Source: an optimization exercise on an open RTL-to-GDS flow (aim: small area). Production flows keep margins and buffers that such runs may drop.
Only simulation tests tie the RTL to the original design; equivalence was not proved.

==> flow/design.v <==
module segdec(input logic [3:0] in, output logic [6:0] out);
	always_comb
	begin
		case (in)
			4'b0000 :
				out = 7'b0111111;  
			4'b0001 :
				out = 7'b0000110;  
			4'b0010 :
				out = 7'b1011011;  
			4'b0011 :
				out = 7'b1001111;  
			4'b0100 :
				out = 7'b1100110;  
			4'b0101 :
				out = 7'b1101101;  
			4'b0110 :
				out = 7'b1111100;  
			4'b0111 :
				out = 7'b0000111;  
			4'b1000 :
				out = 7'b1111111;  
			4'b1001 :
				out = 7'b1100111;  
			4'b1010 :
				out = 7'b1000000;
			default :
				out = 7'b0000000;
    		endcase
	end
endmodule
module bin_to_bcd(input logic [7:0] in, output logic [3:0][6:0] disp);
logic[3:0] sign_num, units, tens, hundreds;
logic[7:0] num;
logic sign;
always_comb
begin
	sign = in[$high(in)];
	if(sign)  
		num = 0 - in;
	else
		num = in;
	hundreds = num / 100;
	num = num - (hundreds)*100;  
	tens = num / 10;
	num = num - (tens)*10;  
	units = num;
end
always_comb
	if(sign)
		sign_num = 4'hA;
	else
		sign_num = 4'hF;
segdec signdec
(
	.in(sign_num),
	.out(disp[3])
);
segdec hundreddec
(
	.in(hundreds),
	.out(disp[2])
);
segdec tendec
(
	.in(tens),
	.out(disp[1])
);
segdec unitdec
(
	.in(units),
	.out(disp[0])
);
endmodule
module debounce #(parameter int COUNT=500000) (input logic clk, signal_in, output logic signal_out);
logic [9:0] cnt;
logic neq, fire;
always_comb
begin
	neq = signal_in ^ signal_out;
	fire = (cnt >= 10'(COUNT+1));
end
always_ff @(posedge clk)
begin
	if(!neq || fire)
		cnt <= 0;
	else
		cnt <= cnt + 1'b1;
	if(fire)
		signal_out <= signal_in;
end
endmodule
module cmplx_mult(
input logic clk,
input logic [10-1:0] switches,
output logic [8-1:0] LED,
output logic [6:0] HEX0,
output logic [6:0] HEX1,
output logic [6:0] HEX2,
output logic [6:0] HEX3,
output logic [6:0] HEX4,
output logic [6:0] HEX5,
output logic [6:0] HEX6,
output logic [6:0] HEX7);
logic reset_n, handshake;
debounce #(.COUNT(1000)) db0
(
	.clk(clk),
	.signal_in(switches[9]),
	.signal_out(reset_n)
);
debounce #(.COUNT(1000)) db1
(
	.clk(clk),
	.signal_in(switches[8]),
	.signal_out(handshake)
);
logic [2:0] rd_cnt;
logic [1:0] sub;
logic last, rd;
always_comb
begin
	last = (rd_cnt == 3'd4);
	rd = (sub == 2'd3) && !last && handshake;
end
always_ff @(posedge clk, negedge reset_n)
begin
	if(!reset_n)
	begin
		rd_cnt <= 3'd0;
		sub <= 2'd2;
	end
	else
	begin
		unique case(sub)
			2'd0: if(!handshake) sub <= 2'd1;
			2'd1: sub <= 2'd2;
			2'd2: if(!last || handshake) sub <= 2'd3;
			2'd3:
				if(!last)
				begin
					if(handshake)
					begin
						rd_cnt <= rd_cnt + 1'b1;
						sub <= 2'd0;
					end
				end
				else if(!handshake)
				begin
					rd_cnt <= 3'd0;
					sub <= 2'd2;
				end
		endcase
	end
end
logic [3:0] j, k;
logic idle;
always_comb
	idle = j[3] && (k == 4'd8);
always_ff @(posedge clk)
begin
	if(rd)
	begin
		j <= (rd_cnt == 3'd3) ? 4'd0 : 4'd8;
		k <= 4'd0;
	end
	else if(!idle)
	begin
		if(!j[3] && k == 4'd9)
		begin
			k <= 4'd0;
			j <= j + 1'b1;
		end
		else
			k <= k + 1'b1;
	end
end
logic [2:0] sidx;
logic sbit;
always_comb
begin
	sidx = k[2:0] | {3{k[3]}};
	sbit = switches[sidx];
end
logic [7:0] ra, rb, rc;           
logic [8:0] hre, him;             
logic hpre, hpim;                 
logic cre1, cre2, cim1, cim2;     
logic load, row, row_end, drain, c_rot;
logic neg, first, k0;
logic cb, db, h_re, h_im;
logic t1, t2, u1, u2;
logic ci_re1, ci_re2, ci_im1, ci_im2;
logic s_re1, s_re, s_im1, s_im;
logic co_re1, co_re2, co_im1, co_im2;
always_comb
begin
	load = j[3] && !k[3];
	row = !j[3];
	row_end = row && (k == 4'd9);
	drain = j[3] && (k < 4'd6);
	c_rot = row && (k != 4'd7) && (k != 4'd8);
	neg = (j[2:0] == 3'd7);
	first = (j[2:0] == 3'd0);
	k0 = (k == 4'd0);
	cb = rc[0];
	db = sbit;
	h_re = !first && (k == 4'd9 ? hpre : hre[0]);
	h_im = !first && (k == 4'd9 ? hpim : him[0]);
	t1 = ra[0] && (cb ^ neg);
	t2 = rb[0] && (db ^ !neg);
	u1 = ra[0] && (db ^ neg);
	u2 = rb[0] && (cb ^ neg);
	ci_re1 = k0 ? (ra[0] && neg) : cre1;
	ci_re2 = k0 ? (rb[0] && !neg) : cre2;
	ci_im1 = k0 ? (ra[0] && neg) : cim1;
	ci_im2 = k0 ? (rb[0] && neg) : cim2;
	{co_re1, s_re1} = h_re + t1 + ci_re1;
	{co_re2, s_re} = s_re1 + t2 + ci_re2;
	{co_im1, s_im1} = h_im + u1 + ci_im1;
	{co_im2, s_im} = s_im1 + u2 + ci_im2;
end
always_ff @(posedge clk)
begin
	hre <= {s_re, hre[8:1]};
	him <= {s_im, him[8:1]};
	hpre <= hre[0];
	hpim <= him[0];
	cre1 <= co_re1;
	cre2 <= co_re2;
	cim1 <= co_im1;
	cim2 <= co_im2;
	if((rd_cnt == 3'd1 && load) || (last && (row_end || drain)))
		ra <= {last ? hre[0] : sbit, ra[7:1]};
	if((rd_cnt == 3'd2 && load) || (last && (row_end || drain)))
		rb <= {last ? him[0] : sbit, rb[7:1]};
	if((rd_cnt == 3'd3 && load) || (last && c_rot))
		rc <= {last ? rc[0] : sbit, rc[7:1]};
end
always_comb
begin
	if(last && sub == 2'd2)
		LED = ra;
	else if(last && sub == 2'd3)
		LED = rb;
	else
		LED = '0;
end
logic [3:0][6:0] sw_hex;
always_comb
begin
	HEX0 = ~ sw_hex[0];  
	HEX1 = ~ sw_hex[1];  
	HEX2 = ~ sw_hex[2];  
	HEX3 = ~ sw_hex[3];  
end
bin_to_bcd sw_disp
(
	.in(switches[7:0]),
	.disp(sw_hex)
);
logic [3:0][6:0] led_hex;
always_comb
begin
	HEX4 = ~ led_hex[0];  
	HEX5 = ~ led_hex[1];  
	HEX6 = ~ led_hex[2];  
	HEX7 = ~ led_hex[3];  
end
bin_to_bcd led_disp
(
	.in(LED),
	.disp(led_hex)
);
endmodule
==> flow/run.sh <==
#!/bin/bash
# synth_recipe.tcl (not shown) runs the flow's synth.tcl, then flattens the netlist and writes it again
# the make line also repeats each setting of config.mk as NAME=value (left out here)
make -C /OpenROAD-flow-scripts/flow DESIGN_CONFIG=/design/flow/config.mk WORK_HOME=/design/flow/orfs CLKGATE_MAP_FILE= SYNTH_SCRIPT=/design/flow/synth_recipe.tcl finish
==> flow/config.mk <==
export PLATFORM = sky130hd
export DESIGN_NAME = cmplx_mult
export DESIGN_NICKNAME = cmplx_mult
export VERILOG_FILES = /design/flow/design.v
export SDC_FILE = /design/flow/constraint.sdc
export NUM_CORES = 4
export LEC_CHECK = 0
export CAP_MARGIN = 20
export CORE_MARGIN = 2
export CORE_UTILIZATION = 40
export PLACE_DENSITY = 0.6
export SLEW_MARGIN = 20
==> flow/constraint.sdc <==
create_clock -name core_clock -period 20.0 [get_ports {clk}]
set_input_delay 4.0000 -clock core_clock [delete_from_list [all_inputs] [get_ports {clk}]]
set_output_delay 4.0000 -clock core_clock [all_outputs]
set_load 0.01 [all_outputs]
==> notes.md <==
synthesized netlist by cell type, types with 7 or more instances:
library cell and number:
nor2_1 79, inv_1 64, ha_1 62, dfxtp_1 48
nand2_1 46, a21oi_1 41, edfxtp_1 30, xnor2_1 30
nand3_1 23, o21ai_0 22, xor2_1 21, buf_4 20
mux2i_1 19, nor3_1 14, a22oi_1 13, clkbuf_1 13
and2_1 12, a21o_1 11, nand2b_1 9, nor2b_1 9
fa_1 8, o21a_1 8, or3_1 7
sequential cells by signal, indices dropped and copies added, names as in the netlist:
name / flops
db0.signal_out: 1
cre2: 1
hre: 9
rb: 8
db0.cnt: 10
rc: 8
hpre: 1
cre1: 1
db1.signal_out: 1
cim2: 1
him: 9
ra: 8
cim1: 1
db1.cnt: 10
j: 4
k: 4
hpim: 1
sub: 2
rd_cnt: 3
layer usage:
metal  vias to the layer above  wire length (um)
met5                         -                 0
met4                         0               267
met3                        20               300
met2                        92              7113
met1                      2578              6403
li1                       2711                 -
through the flow:
step                cells  hold slack [ns]
finish               1023           0.1109
global route         1023           0.1525
floorplan             767          0.07690
CTS                  1023           0.1235
detailed placement   1007           0.1132
global placement     1007           0.1083
path summary, 6_finish.rpt:
path                                              end  slack, ns  depth (start not counted)
worst max-delay path                          HEX0[5]       2.05                         34
worst min-delay path            rd_cnt[2]$_DFFE_PN0P_       0.11                          0
worst max register to register         him[8]$_DFF_P_      16.74                         11
worst min register to register  rd_cnt[2]$_DFFE_PN0P_       0.11                          0
max in group asynchronous          sub[1]$_DFFE_PN1P_      19.61                          0
min in group core_clock                hre[0]$_DFF_P_       0.33                          0
worst reg2reg max path: stages (launching register included):
cell     delay, ns
dfxtp_1       0.51
mux4_2        0.57
nor2_1        0.14
nor3_1        0.06
o21ai_0       0.31
nand2_1       0.14
xnor2_1       0.22
nor2_1        0.09
fa_1          0.50
inv_1         0.06
fa_1          0.53
inv_1         0.04
cells in the final DEF (no fill, tap or decap), types with 19 or more instances in the layout:
cell type         n
nor2_1           79
inv_1            64
ha_1             62
clkdlybuf4s50_1  60
dfxtp_1          48
nand2_1          46
a21oi_1          41
xnor2_1          30
edfxtp_1         30
nand3_1          23
o21ai_0          22
xor2_1           21
mux2i_1          19
layout make-up:
type,instances,area [um^2]
Clock buffer,10,239.0
Clock inverter,6,50.05
Fill cell,1587,8843
Inverter,66,249.0
Multi-Input combinational cell,578,4338
Sequential cell,83,1988
Tap cell,220,275.3
Timing Repair Buffer,60,600.6
logic make-up after synthesis:
family,count (synthesis),share of synthesized area
xor+xnor,56,0.07799
mux,26,0.04140
other cells,2,0.001109
fa+ha+maj,70,0.1382
flops,83,0.2937
buf+inv,106,0.07300
compound gates,165,0.1804
simple gates,247,0.1942
==> qor.txt <==
Gr ovfl total = 0
Gr busiest metal = met2
Max clock buf depth = 2
Total CTS buffers = 9
Sequential area share after synthesis = 0.2937
Crit. End Element = primary output
RD Place Congestion = 0.8539
Antenna viol nets, final = 0
First-pass GRT wire length = 23,600 um
Largest delay share family, worst path = compound AO/OA/AOI/OAI gates
Crit-path max cell delay = 0.70 ns
HP Class = flop to asynchronous set/reset pin
Min cycle time layout = 17.95 ns
Pins Over Slew Limit = 0
CTS-repair resized insts = 0
First-pass DRT Iterations = 6
Final Cycle Share = 0.8973
Worst skew pair latency = 0.33 ns
Max Freq = 0.05572 GHz
FP Rows = 47
Die Footprint = 0.01798 mm^2
Post-CTS Setup Inserts = 0
Post-synth top flop = dfxtp_1
Critical Path Start = switches[0]
Antenna violations before repair = 0
Setup TNS = 0 ns
Worst-Margin Slew = 0.9651 ns
Final HPWL DP = 11,150 um
CP dominant cell by count = ha_1
Hold Fails Final Rpt = 0
Share of Yosys cell area claimed by the top area cell type = 0.1419
Die height = 134.1 um
IO Port Bufs = 60
GRT Resource Usage Total = 0.1573
Setup WS pre-CTS = 2.119 ns
Final design utilization = 0.4667
Routed length per instance = 13.77 um
Die Wd = 134.1 um
Hold Buf Count CTS = 0
Initial DRC Count = 262
Area contributors post-synth = dfxtp_1, edfxtp_1, ha_1, nor2_1, xnor2_1
Vias in the first global route = 5,134
Status = finished clean
Mapped cell area = 0.006770 mm^2
Met2 Use GR = 0.2798
Post-Route WL = 14,090 um
DRC violations left = 0
Max Cap Viol = 0
Clock tree sinks = 83
Area leader, netlist = dfxtp_1
DP Area = 0.007446 mm^2
RSZ-0062 raised after global routing = no
CTS root buffer = clkbuf_16
EDFF count, synth = 30
CP Buf/Inv Count = 7
CP Launch Type = primary input
Area Growth Syn to Fin = 14.32%
Diodes inserted = 0
Fraction of registers with async set/reset = 0.06024
Synth warnings = 4
Reg-to-Reg Start = k[0]$_SDFFE_PP0N_
Worst path slowest cell = a2bb2oi_1
Clock skew = 0.009355 ns
Worst slew margin = 0.3520
H-tree depth = 3
Final #Nets = 879
Cell area after layout = 0.007740 mm^2
Final worst slack = 2.053 ns
Layout cells sized above 1 = 0.07846
Seq cells post-synth = 83
CP Data Arrival Time = 13.95 ns
Core ar. = 0.01658 mm^2
Endpoints failing setup = 0
Detail-routed via count per cell = 5.280
Initial Util = 0.4083
Cell variety after synth = 94
Clock transition at path regs = 0.06 ns
Cells after Synth = 755
GR met3 Demand/Resource = 0.02268
I/O pin total = 75
CTS tree = built
CP required = 16.00 ns
Worst-path maximum fanout = 14
Via count = 5,401
Met1 global-route usage = 0.1966
Syn_area_per_cell = 8.967 um^2
Largest net degree at the start of global routing = 17
WS Path Type = primary input to primary output

-- afterwards: timing with drivers on the ports --
Ports are ideal in the flow. The routed layout listed here was re-timed in OpenROAD. Step 1 sets driving cells, clkbuf_16 on the clock port and buf_2 on the other inputs (assumed; they add their load-dependent delay and slew). Step 2, shift: input delay + t, output delay - t, t = (earliest + latest rising clock arrival at the registers) / 2. This alone moves slack from input paths to output paths. Three values: ideal ports, drivers, drivers and shift; two values: the first two.
t (ns): 0.366
slack for setup (ns): 2.053 / 2.031 / 2.031
hold WS [ns]: 0.111 / 0.111 / 0.111
worst setup path at the end: input to output
After both steps this run still meets setup and hold. The setup slack of this run moves by -0.022 ns with the drivers and by -0.022 ns with both steps.
